Context: an optimization exercise on an open-source flow, tuned for a short achievable clock period and few clock cycles. The choices shown serve that exercise and are no tape-out recipe.
At most, simulation tests tie the RTL to the original design; equivalence was not proved.
Only the layout flow was run in run 1; the RTL was not checked for function there.
The flow treats the clock pin as an ideal source, which a real chip does not have.
Power and IR drop assume default switching activity.

==> design/flow/config.mk <==
export PLATFORM = sky130hd
export DESIGN_NAME = t2b_riscv_cpu
export DESIGN_NICKNAME = t2b_riscv_cpu
export VERILOG_FILES = /design/flow/design.v
export SDC_FILE = /design/flow/constraint.sdc
export NUM_CORES = 4
export LEC_CHECK = 0
export ABC_CLOCK_PERIOD_IN_PS = 8000
export CAP_MARGIN = 20
export CORE_MARGIN = 2
export CORE_UTILIZATION = 60
export PLACE_DENSITY = 0.72
export SLEW_MARGIN = 20
export SYNTH_HIERARCHICAL = 1
==> design/flow/constraint.sdc <==
create_clock -name core_clock -period 19.5 [get_ports {clk}]
set_input_delay 3.9000 -clock core_clock [delete_from_list [all_inputs] [get_ports {clk}]]
set_output_delay 3.9000 -clock core_clock [all_outputs]
set_load 0.01 [all_outputs]
==> design/flow/design.v <==
module t2b_riscv_cpu (
    input clk, reset,
    input Ext_MemWrite,
    input [31:0] Ext_WriteData, Ext_DataAdr,
    input [31:0] Instr,
    output [31:0] PC,
    output MemWrite,
    output [31:0] WriteData, DataAdr, ReadData
);
reg [31:0] pc;
reg [31:0] rf [1:31];
reg [31:0] dmem [0:63];
reg [31:0] ic_data [0:15];
reg [5:0]  ic_tag  [0:15];
reg [15:0] ic_val;
reg        e0_wen, e0_st, e0_ld;
reg [4:0]  e0_rd;
reg [31:0] e0_a, e0_b, e0_sd;
reg [2:0]  e0_f3, e0_op;
reg        e0_alt;
reg        e1_wen;
reg [4:0]  e1_rd;
reg [31:0] e1_a, e1_b;
reg [2:0]  e1_op;
reg        e1_alt;
wire [31:0] sum0, alu0, alu1;
ex_alu alu_0 (e0_a, e0_b, e0_op, e0_alt, sum0, alu0);
ex_alu alu_1 (e1_a, e1_b, e1_op, e1_alt,  , alu1);
wire [31:0] mword = dmem[sum0[7:2]];
reg  [31:0] ldata;
always @(*) begin
    case (e0_f3)
        3'b000:  ldata = {{24{mword[7]}}, mword[7:0]};
        3'b001:  ldata = {{16{mword[15]}}, mword[15:0]};
        3'b100:  ldata = {24'b0, mword[7:0]};
        3'b101:  ldata = {16'b0, mword[15:0]};
        default: ldata = mword;
    endcase
end
wire [31:0] e0_res = e0_ld ? ldata : alu0;
wire [31:0] e1_res = alu1;
reg [31:0] sdata;
always @(*) begin
    case (e0_f3[1:0])
        2'b00:   sdata = {24'b0, e0_sd[7:0]};
        2'b01:   sdata = {16'b0, e0_sd[15:0]};
        default: sdata = e0_sd;
    endcase
end
assign MemWrite  = e0_st;
assign DataAdr   = sum0;
assign WriteData = sdata;
integer k;
always @(posedge clk) begin
    for (k = 1; k < 32; k = k + 1) begin
        if (e1_wen && e1_rd == k) rf[k] <= e1_res;
        else if (e0_wen && e0_rd == k) rf[k] <= e0_res;
    end
end
wire        m_we  = reset ? Ext_MemWrite : e0_st;
wire [5:0]  m_adr = reset ? Ext_DataAdr[7:2] : sum0[7:2];
wire [31:0] m_dat = reset ? Ext_WriteData : sdata;
always @(posedge clk) begin
    if (m_we) dmem[m_adr] <= m_dat;
end
reg [63:0] rsel;
always @(*) begin
    for (k = 0; k < 64; k = k + 1) rsel[k] = Ext_DataAdr[7:2] == k;
end
genvar gb, gj;
generate
    for (gb = 0; gb < 32; gb = gb + 1) begin : rd_bit
        wire [31:0] n1;
        wire [7:0]  p2;
        wire [3:0]  n3;
        for (gj = 0; gj < 32; gj = gj + 1) begin : l1
            g_aoi22 g (rsel[2*gj], dmem[2*gj][gb], rsel[2*gj+1], dmem[2*gj+1][gb], n1[gj]);
        end
        for (gj = 0; gj < 8; gj = gj + 1) begin : l2
            g_nand4 g (n1[4*gj], n1[4*gj+1], n1[4*gj+2], n1[4*gj+3], p2[gj]);
        end
        for (gj = 0; gj < 4; gj = gj + 1) begin : l3
            g_nor2 g (p2[2*gj], p2[2*gj+1], n3[gj]);
        end
        g_nand4 l4 (n3[0], n3[1], n3[2], n3[3], ReadData[gb]);
    end
endgenerate
wire [31:0] pc4 = pc + 32'd4;
wire [31:0] pc8 = pc + 32'd8;
wire [9:0]  wa  = pc[11:2];
wire [5:0]  tg0 = pc[11:6];
wire [5:0]  tg1 = pc[11:6] + 6'd1;
reg  [15:0] m0, m1;
integer j;
always @(*) begin
    for (j = 0; j < 16; j = j + 1) begin
        m0[j] = ic_val[j] && ic_tag[j] == tg0;
        m1[j] = ic_val[j] && ic_tag[j] == tg1;
    end
end
wire [7:0] hit;
genvar gd, gq;
generate
    for (gd = 0; gd < 8; gd = gd + 1) begin : look
        wire [15:0] cand;
        for (gq = 0; gq < 16; gq = gq + 1) begin : c
            assign cand[gq] = (gq < gd) ? m1[gq] : m0[gq];
        end
        wire [3:0] idx = wa[3:0] + gd;
        assign hit[gd] = cand[idx];
    end
endgenerate
wire h0 = hit[0];
wire h1 = hit[1];
wire [7:0] fsel;
assign fsel[0] = !hit[0];
assign fsel[1] = hit[0] && !hit[1];
assign fsel[2] = &hit[1:0] && !hit[2];
assign fsel[3] = &hit[2:0] && !hit[3];
assign fsel[4] = &hit[3:0] && !hit[4];
assign fsel[5] = &hit[4:0] && !hit[5];
assign fsel[6] = &hit[5:0] && !hit[6];
assign fsel[7] = &hit[6:0];
reg [9:0] fw;     
always @(*) begin
    fw = 10'b0;
    for (j = 0; j < 8; j = j + 1) fw = fw | ({10{fsel[j]}} & (wa + j[9:0]));
end
wire [31:0] i0 = h0 ? ic_data[wa[3:0]] : Instr;
wire [31:0] i1 = h1 ? ic_data[wa[3:0] + 4'd1] : Instr;
wire        k1 = h0 | h1;
always @(posedge clk or posedge reset) begin
    if (reset) ic_val <= 16'b0;
    else ic_val[fw[3:0]] <= 1'b1;
end
always @(posedge clk) begin
    ic_data[fw[3:0]] <= Instr;
    ic_tag[fw[3:0]]  <= fw[9:4];
end
function [31:0] rread;
    input [4:0] r;
    begin
        if (r == 5'd0) rread = 32'b0;
        else if (e1_wen && e1_rd == r) rread = e1_res;
        else if (e0_wen && e0_rd == r) rread = e0_res;
        else rread = rf[r];
    end
endfunction
wire [31:0] r1_0 = rread(i0[19:15]);
wire [31:0] r2_0 = rread(i0[24:20]);
wire [31:0] r1_1 = rread(i1[19:15]);
wire [31:0] r2_1 = rread(i1[24:20]);
wire        wen0, st0, ld0, ctl0, rs1u0, rs2u0;
wire [2:0]  op0, op1;
wire        alt0, alt1;
wire [31:0] a0, b0, a1, b1, tgt0, tgt1;
wire        wen1, st1, ld1, ctl1, rs1u1, rs2u1;
wire        jmp0, jmp1;
idec dec0 (i0,    pc,  r1_0, r2_0, wen0, st0, ld0, jmp0, ctl0, rs1u0, rs2u0, op0, alt0, a0, b0, tgt0);
idec dec1 (i1,    pc4, r1_1, r2_1, wen1, st1, ld1, jmp1, ctl1, rs1u1, rs2u1, op1, alt1, a1, b1, tgt1);
wire [4:0] rd0 = i0[11:7];
wire [4:0] rd1 = i1[11:7];
wire dep  = wen0 && rd0 != 5'd0 &&
            ((rs1u1 && i1[19:15] == rd0) || (rs2u1 && i1[24:20] == rd0));
wire pair = k1 && !jmp0 && !dep && !ld1 && !st1;
wire [31:0] pc_next = ctl0 ? tgt0 :
                      pair ? (ctl1 ? tgt1 : pc8) : pc4;
always @(posedge clk or posedge reset) begin
    if (reset) begin
        pc     <= 32'b0;
        e0_wen <= 1'b0;
        e0_st  <= 1'b0;
        e0_ld  <= 1'b0;
        e1_wen <= 1'b0;
    end else begin
        pc     <= pc_next;
        e0_wen <= wen0 && rd0 != 5'd0;
        e0_st  <= st0;
        e0_ld  <= ld0;
        e1_wen <= pair && !ctl0 && wen1 && rd1 != 5'd0;
    end
end
always @(posedge clk) begin
    e0_rd  <= rd0;
    e0_a   <= a0;
    e0_b   <= b0;
    e0_sd  <= r2_0;
    e0_f3  <= i0[14:12];
    e0_op  <= op0;
    e0_alt <= alt0;
    e1_rd  <= rd1;
    e1_a   <= a1;
    e1_b   <= b1;
    e1_op  <= op1;
    e1_alt <= alt1;
end
assign PC = {pc[31:12], fw, pc[1:0]};
endmodule
module idec (
    input  [31:0] ins,
    input  [31:0] pc,
    input  [31:0] r1, r2,
    output reg        wen,
    output            st, ld, jmp, ctl, rs1u, rs2u,
    output reg [2:0]  op,
    output reg        alt,
    output reg [31:0] a, b,
    output     [31:0] tgt
);
localparam OP_ADD = 3'd0;
wire [6:0] opc = ins[6:0];
wire [2:0] f3  = ins[14:12];
wire is_lui   = opc == 7'b0110111;
wire is_auipc = opc == 7'b0010111;
wire is_jal   = opc == 7'b1101111;
wire is_jalr  = opc == 7'b1100111;
wire is_br    = opc == 7'b1100011;
wire is_ld    = opc == 7'b0000011;
wire is_st    = opc == 7'b0100011;
wire is_opi   = opc == 7'b0010011;
wire is_op    = opc == 7'b0110011;
wire [31:0] imm_i = {{20{ins[31]}}, ins[31:20]};
wire [31:0] imm_s = {{20{ins[31]}}, ins[31:25], ins[11:7]};
wire [31:0] imm_b = {{20{ins[31]}}, ins[7], ins[30:25], ins[11:8], 1'b0};
wire [31:0] imm_j = {{12{ins[31]}}, ins[19:12], ins[20], ins[30:21], 1'b0};
wire [31:0] imm_u = {ins[31:12], 12'b0};
wire eq  = r1 == r2;
wire ltu = r1 < r2;
reg  taken;
always @(*) begin
    case (f3)
        3'b000:  taken = eq;
        3'b001:  taken = ~eq;
        3'b100:  taken = ltu;
        3'b101:  taken = ~ltu;
        3'b110:  taken = ltu;
        3'b111:  taken = ~ltu;
        default: taken = 1'b0;
    endcase
end
wire [31:0] pc_br   = pc + imm_b;
wire [31:0] pc_jal  = pc + imm_j;
wire [31:0] pc_jalr = r1 + imm_i;
assign st   = is_st;
assign ld   = is_ld;
assign jmp  = is_jal | is_jalr;
assign ctl  = is_jal | is_jalr | (is_br & taken);
assign tgt  = is_jal ? pc_jal : is_jalr ? pc_jalr : pc_br;
assign rs1u = is_op | is_opi | is_ld | is_st | is_br | is_jalr;
assign rs2u = is_op | is_st | is_br;
always @(*) begin
    wen = 1'b0;
    op  = OP_ADD;
    alt = 1'b0;
    a   = r1;
    b   = imm_i;
    if (is_op || is_opi) begin
        wen = 1'b1;
        op  = f3;
        b   = is_op ? r2 : (f3[1:0] == 2'b01 ? {27'b0, ins[24:20]} : imm_i);
        alt = ins[30] & (is_op | (f3 == 3'b101));
    end
    if (is_ld) wen = 1'b1;
    if (is_st) b = imm_s;
    if (is_lui) begin wen = 1'b1; a = 32'b0; b = imm_u; end
    if (is_auipc) begin wen = 1'b1; a = pc; b = imm_u; end
    if (is_jal || is_jalr) begin wen = 1'b1; a = pc; b = 32'd4; end
end
endmodule
module ex_alu (
    input      [31:0] a, b,
    input      [2:0]  op,
    input             alt,      
    output     [31:0] sum,      
    output reg [31:0] y
);
localparam OP_ADD = 3'd0, OP_SLL = 3'd1, OP_SLT = 3'd2, OP_SLTU = 3'd3,
           OP_XOR = 3'd4, OP_SR  = 3'd5, OP_OR  = 3'd6, OP_AND  = 3'd7;
wire [31:0] sra = $signed(a) >>> b[4:0];
wire [31:0] srl = a >> b[4:0];
assign sum = a + (alt ? ~b : b) + {31'b0, alt};
always @(*) begin
    case (op)
        OP_ADD:  y = sum;
        OP_SLL:  y = a << b[4:0];
        OP_SLT,
        OP_SLTU: y = {31'b0, a < b};
        OP_XOR:  y = a ^ b;
        OP_SR:   y = alt ? sra : srl;
        OP_OR:   y = a | b;
        default: y = a & b;
    endcase
end
endmodule
module g_aoi22 (input a1, a2, b1, b2, output y);
assign y = ~((a1 & a2) | (b1 & b2));
endmodule
module g_nand4 (input a, b, c, d, output y);
assign y = ~(a & b & c & d);
endmodule
module g_nor2 (input a, b, output y);
assign y = ~(a | b);
endmodule
==> design/flow/flow/run.sh <==
#!/bin/bash
# Standard ORFS layout, with timing repair aimed well below the design's clock
# period (a setup margin), so the layout is optimised for the period it can
# actually reach, and with the ports grouped by the paths they belong to.
# The SDC, the synthesis and every other step are the standard flow's own.
set -euo pipefail
MARGIN=${MARGIN:-10}
bash standard.sh SETUP_SLACK_MARGIN=$MARGIN IO_CONSTRAINTS=$PWD/flow/io.tcl finish > make_finish.log 2>&1
==> design/flow/flow/io.tcl <==
# Pin placement: the ports of the external read path (Ext_DataAdr to
# ReadData) together on the left edge, the fetch ports (Instr, PC) on the
# bottom edge, the store ports on the right edge.
set rd {}
set fe {}
set st {}
for {set i 0} {$i < 32} {incr i} {
  lappend rd "Ext_DataAdr\[$i\]" "ReadData\[$i\]"
  lappend fe "Instr\[$i\]" "PC\[$i\]"
  lappend st "DataAdr\[$i\]" "WriteData\[$i\]" "Ext_WriteData\[$i\]"
}
lappend st MemWrite Ext_MemWrite
set_io_pin_constraint -pin_names $rd -region left:*
set_io_pin_constraint -pin_names $fe -region bottom:*
set_io_pin_constraint -pin_names $st -region right:*
==> design/flow/standard.sh <==
#!/bin/bash
# synth_recipe.tcl (not shown) runs the flow's synth.tcl, then flattens the netlist and writes it again
# the make line also repeats each setting of config.mk as NAME=value (left out here)
make -C /OpenROAD-flow-scripts/flow DESIGN_CONFIG=/design/flow/config.mk WORK_HOME=/design/flow/orfs CLKGATE_MAP_FILE= SYNTH_SCRIPT=/design/flow/synth_recipe.tcl "${@:-finish}"
==> report_table.html, run 1 <==
<table>
<tr><th>Metric</th><th>Value</th></tr>
<tr><th colspan="2">Place</th></tr>
<tr><td>Post-DP HPWL</td><td>956,400 um</td></tr>
<tr><td>Placer congestion estimate</td><td>1.274</td></tr>
<tr><td>Area of placed instances</td><td>247,000 um2</td></tr>
<tr><td>Count of buffers from port buffering</td><td>201</td></tr>
<tr><th colspan="2">Synthesis</th></tr>
<tr><td>Syn Inst Count</td><td>19,030</td></tr>
<tr><td>Number of warning messages in the yosys log</td><td>43</td></tr>
<tr><td>Syn_area_per_cell</td><td>12.35 um2</td></tr>
<tr><td>Synthesized netlist net count</td><td>19,630</td></tr>
<tr><td>Post-synthesis instance area</td><td>235,000 um2</td></tr>
<tr><th colspan="2">Clocking</th></tr>
<tr><td>Number of clock sinks</td><td>3,881</td></tr>
<tr><td>Maximum level of the CTS H-tree</td><td>5</td></tr>
<tr><td>Clk root buf</td><td>sky130_fd_sc_hd__clkbuf_16</td></tr>
<tr><td>CTS buffer count</td><td>400</td></tr>
<tr><td>Max clock buf depth</td><td>4</td></tr>
<tr><th colspan="2">Floorplanning</th></tr>
<tr><td>I/O pin count</td><td>228</td></tr>
<tr><td>Die extent in y</td><td>629.9 um</td></tr>
<tr><td>Die outline width</td><td>629.9 um</td></tr>
<tr><td>Standard-cell rows</td><td>229</td></tr>
<tr><td>Initial Utilization</td><td>60.36%</td></tr>
<tr><th colspan="2">Status</th></tr>
<tr><td>Status</td><td>aborted with a tool error</td></tr>
<tr><td>Error message</td><td>[ERROR GRT-0116] Global routing finished with congestion. Check the congestion regions in the DRC Viewer.</td></tr>
<tr><td>Fail Step</td><td>5_1_grt</td></tr>
<tr><th colspan="2">GRT</th></tr>
<tr><td>Number of global-route vias before repair</td><td>262,000</td></tr>
<tr><td>Global-route wire length before repair</td><td>2,532,000 um</td></tr>
<tr><td>Global-route congestion overflow total</td><td>6,490</td></tr>
<tr><td>Largest net degree at the start of global routing</td><td>77</td></tr>
<tr><td>Gr usage total</td><td>91.58%</td></tr>
</table>
[through the flow]
| step | std cells | setup WS [ns] |
|---|---|---|
| floorplan | 19030 | 9.976 |
| global placement | 23810 | 6.634 |
| detailed placement | 23820 | 6.570 |
| CTS | 25010 | 9.253 |
[how the worst max path moves through the flow]
stage / endpoint / depth (start not counted) / slack, ns
4_1_cts: ReadData[10] / 12 / 9.25
3_5_place_dp: pc[10] / 27 / 6.57
3_3_place_gp: pc[10] / 26 / 6.63
2_1_floorplan: ReadData[0] / 8 / 9.98
[routing by layer]
layer  GRT usage [%]  GRT overflow
met5           71.10           103
met3           85.30           772
met2           99.20          2790
met4           89.59          2134
met1           91.74           691
[power groups by stage]
stage                     Combinational (W)  Sequential [W]  Clock, W
after floorplan                      0.0262          0.0124         0
after global placement               0.0432          0.0128         0
after detailed placement             0.0442          0.0130         0
after CTS                            0.0467          0.0128   0.00798
[repair_timing]
item | CTS
gates cloned | 52
hold buffers | 0
resized for setup | 1467
endpoints found under the setup margin | 131
pin swaps | 290
buffers inserted | 418
==> run 2: changes to the inputs <==
--- a/design/flow/design.v
+++ b/design/flow/design.v
@@ -18,2 +18,3 @@
 reg [31:0] e0_a, e0_b, e0_sd;
+reg [31:0] e0_ad;       
 reg [2:0]  e0_f3, e0_op;
@@ -25,6 +26,6 @@
 reg        e1_alt;
-wire [31:0] sum0, alu0, alu1;
-ex_alu alu_0 (e0_a, e0_b, e0_op, e0_alt, sum0, alu0);
+wire [31:0] alu0, alu1;
+ex_alu alu_0 (e0_a, e0_b, e0_op, e0_alt,  , alu0);
 ex_alu alu_1 (e1_a, e1_b, e1_op, e1_alt,  , alu1);
-wire [31:0] mword = dmem[sum0[7:2]];
+wire [31:0] mword = dmem[e0_ad[7:2]];
 reg  [31:0] ldata;
@@ -50,3 +51,3 @@
 assign MemWrite  = e0_st;
-assign DataAdr   = sum0;
+assign DataAdr   = e0_ad;
 assign WriteData = sdata;
@@ -60,3 +61,3 @@
 wire        m_we  = reset ? Ext_MemWrite : e0_st;
-wire [5:0]  m_adr = reset ? Ext_DataAdr[7:2] : sum0[7:2];
+wire [5:0]  m_adr = reset ? Ext_DataAdr[7:2] : e0_ad[7:2];
 wire [31:0] m_dat = reset ? Ext_WriteData : sdata;
@@ -155,7 +156,7 @@
 wire        alt0, alt1;
-wire [31:0] a0, b0, a1, b1, tgt0, tgt1;
+wire [31:0] a0, b0, a1, b1, tgt0, tgt1, ad0, ad1;
 wire        wen1, st1, ld1, ctl1, rs1u1, rs2u1;
 wire        jmp0, jmp1;
-idec dec0 (i0,    pc,  r1_0, r2_0, wen0, st0, ld0, jmp0, ctl0, rs1u0, rs2u0, op0, alt0, a0, b0, tgt0);
-idec dec1 (i1,    pc4, r1_1, r2_1, wen1, st1, ld1, jmp1, ctl1, rs1u1, rs2u1, op1, alt1, a1, b1, tgt1);
+idec dec0 (i0,    pc,  r1_0, r2_0, wen0, st0, ld0, jmp0, ctl0, rs1u0, rs2u0, op0, alt0, a0, b0, tgt0, ad0);
+idec dec1 (i1,    pc4, r1_1, r2_1, wen1, st1, ld1, jmp1, ctl1, rs1u1, rs2u1, op1, alt1, a1, b1, tgt1, ad1);
 wire [4:0] rd0 = i0[11:7];
@@ -187,2 +188,3 @@
     e0_sd  <= r2_0;
+    e0_ad  <= ad0;
     e0_f3  <= i0[14:12];
@@ -207,3 +209,4 @@
     output reg [31:0] a, b,
-    output     [31:0] tgt
+    output     [31:0] tgt,
+    output     [31:0] ad        
 );
@@ -242,3 +245,3 @@
 wire [31:0] pc_jal  = pc + imm_j;
-wire [31:0] pc_jalr = r1 + imm_i;
+assign      ad      = r1 + (is_st ? imm_s : imm_i);
 assign st   = is_st;
@@ -247,3 +250,3 @@
 assign ctl  = is_jal | is_jalr | (is_br & taken);
-assign tgt  = is_jal ? pc_jal : is_jalr ? pc_jalr : pc_br;
+assign tgt  = is_jal ? pc_jal : is_jalr ? ad : pc_br;
 assign rs1u = is_op | is_opi | is_ld | is_st | is_br | is_jalr;
==> report_table.html, run 2 <==
<table>
<tr><th>Metric</th><th>Value</th></tr>
<tr><th colspan="2">Status</th></tr>
<tr><td>Status</td><td>aborted with a tool error</td></tr>
<tr><td>Fail Step</td><td>5_1_grt</td></tr>
<tr><td>Error message</td><td>[ERROR GRT-0116] Global routing finished with congestion. Check the congestion regions in the DRC Viewer.</td></tr>
<tr><th colspan="2">Synthesis</th></tr>
<tr><td>Post-synthesis instance area</td><td>235,500 um2 (+0.19%)</td></tr>
<tr><td>Syn Inst Count</td><td>18,310 (-3.8%)</td></tr>
<tr><td>Synthesized netlist net count</td><td>18,900 (-3.7%)</td></tr>
<tr><td>Number of warning messages in the yosys log</td><td>43 (unchanged)</td></tr>
<tr><td>Syn_area_per_cell</td><td>12.86 um2 (+4.1%)</td></tr>
<tr><th colspan="2">GRT</th></tr>
<tr><td>Global-route congestion overflow total</td><td>356</td></tr>
<tr><td>Global-route wire length before repair</td><td>2,131,000 um</td></tr>
<tr><td>Number of global-route vias before repair</td><td>231,300</td></tr>
<tr><td>Gr usage total</td><td>78.66%</td></tr>
<tr><td>Largest net degree at the start of global routing</td><td>135</td></tr>
<tr><th colspan="2">Clocking</th></tr>
<tr><td>CTS buffer count</td><td>399 (-0.25%)</td></tr>
<tr><td>Number of clock sinks</td><td>3,913 (+0.82%)</td></tr>
<tr><td>Hold-fix buffer count after cts</td><td>0 (unchanged)</td></tr>
<tr><td>Clk root buf</td><td>sky130_fd_sc_hd__clkbuf_16</td></tr>
<tr><td>Maximum level of the CTS H-tree</td><td>5 (unchanged)</td></tr>
<tr><td>Max clock buf depth</td><td>4 (unchanged)</td></tr>
<tr><th colspan="2">Floorplanning</th></tr>
<tr><td>Die extent in y</td><td>630.5 um (about the same)</td></tr>
<tr><td>I/O pin count</td><td>228 (unchanged)</td></tr>
<tr><td>Standard-cell rows</td><td>230 (+0.44%)</td></tr>
<tr><td>Initial Utilization</td><td>60.13% (-0.24 points)</td></tr>
<tr><td>Die outline width</td><td>630.5 um (about the same)</td></tr>
<tr><th colspan="2">Place</th></tr>
<tr><td>Worst slack, placed</td><td>5.766 ns (-0.8043 ns)</td></tr>
<tr><td>Area of placed instances</td><td>248,900 um2 (+0.77%)</td></tr>
<tr><td>Count of buffers from port buffering</td><td>201 (unchanged)</td></tr>
<tr><td>Post-DP HPWL</td><td>867,700 um (-9.3%)</td></tr>
<tr><td>Placer congestion estimate</td><td>1.232 (-3.3%)</td></tr>
</table>
[run 2: worst min path at each step]
stage | from | endpoint | cells after the start
after floorplan | ic_val[6] | ic_val[6] | 1
after global placement | ic_val[6] | ic_val[6] | 1
after detailed placement | ic_val[6] | ic_val[6] | 1
after CTS | ic_val[6] | ic_val[6] | 1
[run 2: through the flow]
step	util, %	std cells
after floorplan	-	18310
after global placement	63.50	23180
after CTS	69.09	24270
after detailed placement	63.54	23190
[run 2: timing repair]
item                                    4_1_cts
cloned                                       37
setup buffers                               309
endpoints found under the setup margin      118
pin swaps                                   236
gates resized for setup                    1281
[run 2: routing by layer]
metal,GRT overflow,track usage (%)
met1,24,81.31
met2,133,91.60
met3,22,65.31
met4,176,74.80
met5,1,40.36
[run 2: power groups by stage]
| stage | sequential [W] | combinational [W] | clock (W) |
|---|---|---|---|
| after CTS | 0.0131 | 0.0542 | 0.00788 |
| after global placement | 0.0131 | 0.0507 | 0 |
| after floorplan | 0.0127 | 0.0291 | 0 |
| after detailed placement | 0.0133 | 0.0513 | 0 |
Testbench counts of run 2, summed over its fixed seeds: cycles 45,318.
==> run 3: changes to the inputs <==
==> design/flow/flow/run.sh (replaced) <==
#!/bin/bash
# Standard ORFS layout, with timing repair aimed well below the design's clock
# period (a setup margin), so the layout is optimised for the period it can
# actually reach; the ports grouped by the paths they belong to; and plain
# buffers rather than delay cells on the ports (hook.tcl). The SDC, the
# synthesis and every other step are the standard flow's own.
set -euo pipefail
MARGIN=${MARGIN:-10}
H=$PWD/flow/hook.tcl
bash standard.sh synth > make_synth.log 2>&1
bash standard.sh SETUP_SLACK_MARGIN=$MARGIN IO_CONSTRAINTS=$PWD/flow/io.tcl \
  POST_GLOBAL_PLACE_TCL=$H PRE_RESIZE_TCL=$H PRE_DETAIL_PLACE_TCL=$H PRE_CTS_TCL=$H \
  PRE_GLOBAL_ROUTE_TCL=$H finish > make_finish.log 2>&1
==> design/flow/flow/hook.tcl (new file) <==
# Timing repair hook (sourced before CTS and before global routing): keep
# the delay cells out of the repair, and give every port a plain buffer
# where the earlier steps left a delay cell on it.
set_dont_use [get_lib_cells {sky130_fd_sc_hd__clkdlybuf4s* sky130_fd_sc_hd__dlygate4sd* sky130_fd_sc_hd__dlymetal6s*}]
set n_swapped 0
foreach bterm [[ord::get_db_block] getBTerms] {
  set net [$bterm getNet]
  if {$net == "NULL"} { continue }
  foreach iterm [$net getITerms] {
    set inst [$iterm getInst]
    if {[regexp {dly} [[$inst getMaster] getName]]} {
      replace_cell [$inst getName] sky130_fd_sc_hd__buf_6
      incr n_swapped
    }
  }
}
puts "hook: swapped $n_swapped port buffers"
==> report_table.html, run 3 <==
<table>
<tr><th>Metric</th><th>Value</th></tr>
<tr><th colspan="2">Synthesis</th></tr>
<tr><td>Post-synthesis instance area</td><td>235,500 um2 (unchanged)</td></tr>
<tr><td>Syn Inst Count</td><td>18,310 (unchanged)</td></tr>
<tr><td>Number of warning messages in the yosys log</td><td>43 (unchanged)</td></tr>
<tr><td>Syn_area_per_cell</td><td>12.86 um2 (unchanged)</td></tr>
<tr><td>Synthesized netlist net count</td><td>18,900 (unchanged)</td></tr>
<tr><th colspan="2">Clocking</th></tr>
<tr><td>CTS buffer count</td><td>401 (+0.50%)</td></tr>
<tr><td>Number of clock sinks</td><td>3,913 (unchanged)</td></tr>
<tr><th colspan="2">Floorplanning</th></tr>
<tr><td>Die outline width</td><td>630.5 um (unchanged)</td></tr>
<tr><td>Initial Utilization</td><td>60.13% (unchanged)</td></tr>
<tr><td>Standard-cell rows</td><td>230 (unchanged)</td></tr>
<tr><td>I/O pin count</td><td>228 (unchanged)</td></tr>
<tr><td>Die extent in y</td><td>630.5 um (unchanged)</td></tr>
<tr><th colspan="2">Status</th></tr>
<tr><td>Fail Step</td><td>5_1_grt</td></tr>
<tr><td>Error message</td><td>[ERROR GRT-0116] Global routing finished with congestion. Check the congestion regions in the DRC Viewer.</td></tr>
<tr><td>Status</td><td>aborted with a tool error</td></tr>
<tr><th colspan="2">Place</th></tr>
<tr><td>Post-DP HPWL</td><td>867,000 um (about the same)</td></tr>
<tr><td>Count of buffers from port buffering</td><td>201 (unchanged)</td></tr>
<tr><td>Area of placed instances</td><td>249,100 um2 (about the same)</td></tr>
<tr><th colspan="2">GRT</th></tr>
<tr><td>Global-route congestion overflow total</td><td>38</td></tr>
<tr><td>Global-route wire length before repair</td><td>2,140,000 um</td></tr>
<tr><td>Number of global-route vias before repair</td><td>230,800</td></tr>
<tr><td>Gr usage total</td><td>79.49%</td></tr>
<tr><td>Largest net degree at the start of global routing</td><td>135</td></tr>
</table>
-- run 3: metrics by stage --
| stage | setup WS (ns) | power [W] | instances | hold slack (ns) |
|---|---|---|---|---|
| after floorplan | 9.965 | 0.04182 | 18310 | 0.4203 |
| after global placement | 5.811 | 0.06387 | 23180 | 0.4384 |
| after detailed placement | 5.850 | 0.06459 | 23190 | 0.4534 |
| after CTS | 9.426 | 0.07446 | 24240 | 0.4874 |
-- run 3: power groups by stage --
| stage | combinational (W) | sequential [W] | clock [W] |
|---|---|---|---|
| 4_1_cts | 0.0533 | 0.0132 | 0.00803 |
| 3_5_place_dp | 0.0513 | 0.0133 | 0 |
| 3_3_place_gp | 0.0507 | 0.0131 | 0 |
| 2_1_floorplan | 0.0291 | 0.0127 | 0 |
-- run 3: worst max-delay path by stage --
stage                     cells after the start  slack [ns]      startpoint          end
after CTS                                    10        9.43  Ext_DataAdr[6]  ReadData[0]
after detailed placement                     27        5.85       Instr[19]        pc[9]
after global placement                       27        5.81       Instr[19]        pc[9]
after floorplan                               8        9.96  Ext_DataAdr[3]  ReadData[0]
-- run 3: what timing repair did --
item | in CTS
resized for setup | 849
setup buffers | 274
cloned | 19
pin swaps | 202
endpoints found under the hold margin | 0
hold buffers | 0
endpoints found under the setup margin | 117
-- run 3: layer usage --
layer,GRT overflow,GRT usage [%]
met4,19,75.51
met2,1,91.59
met1,0,81.75
met5,0,45.82
met3,18,67.27
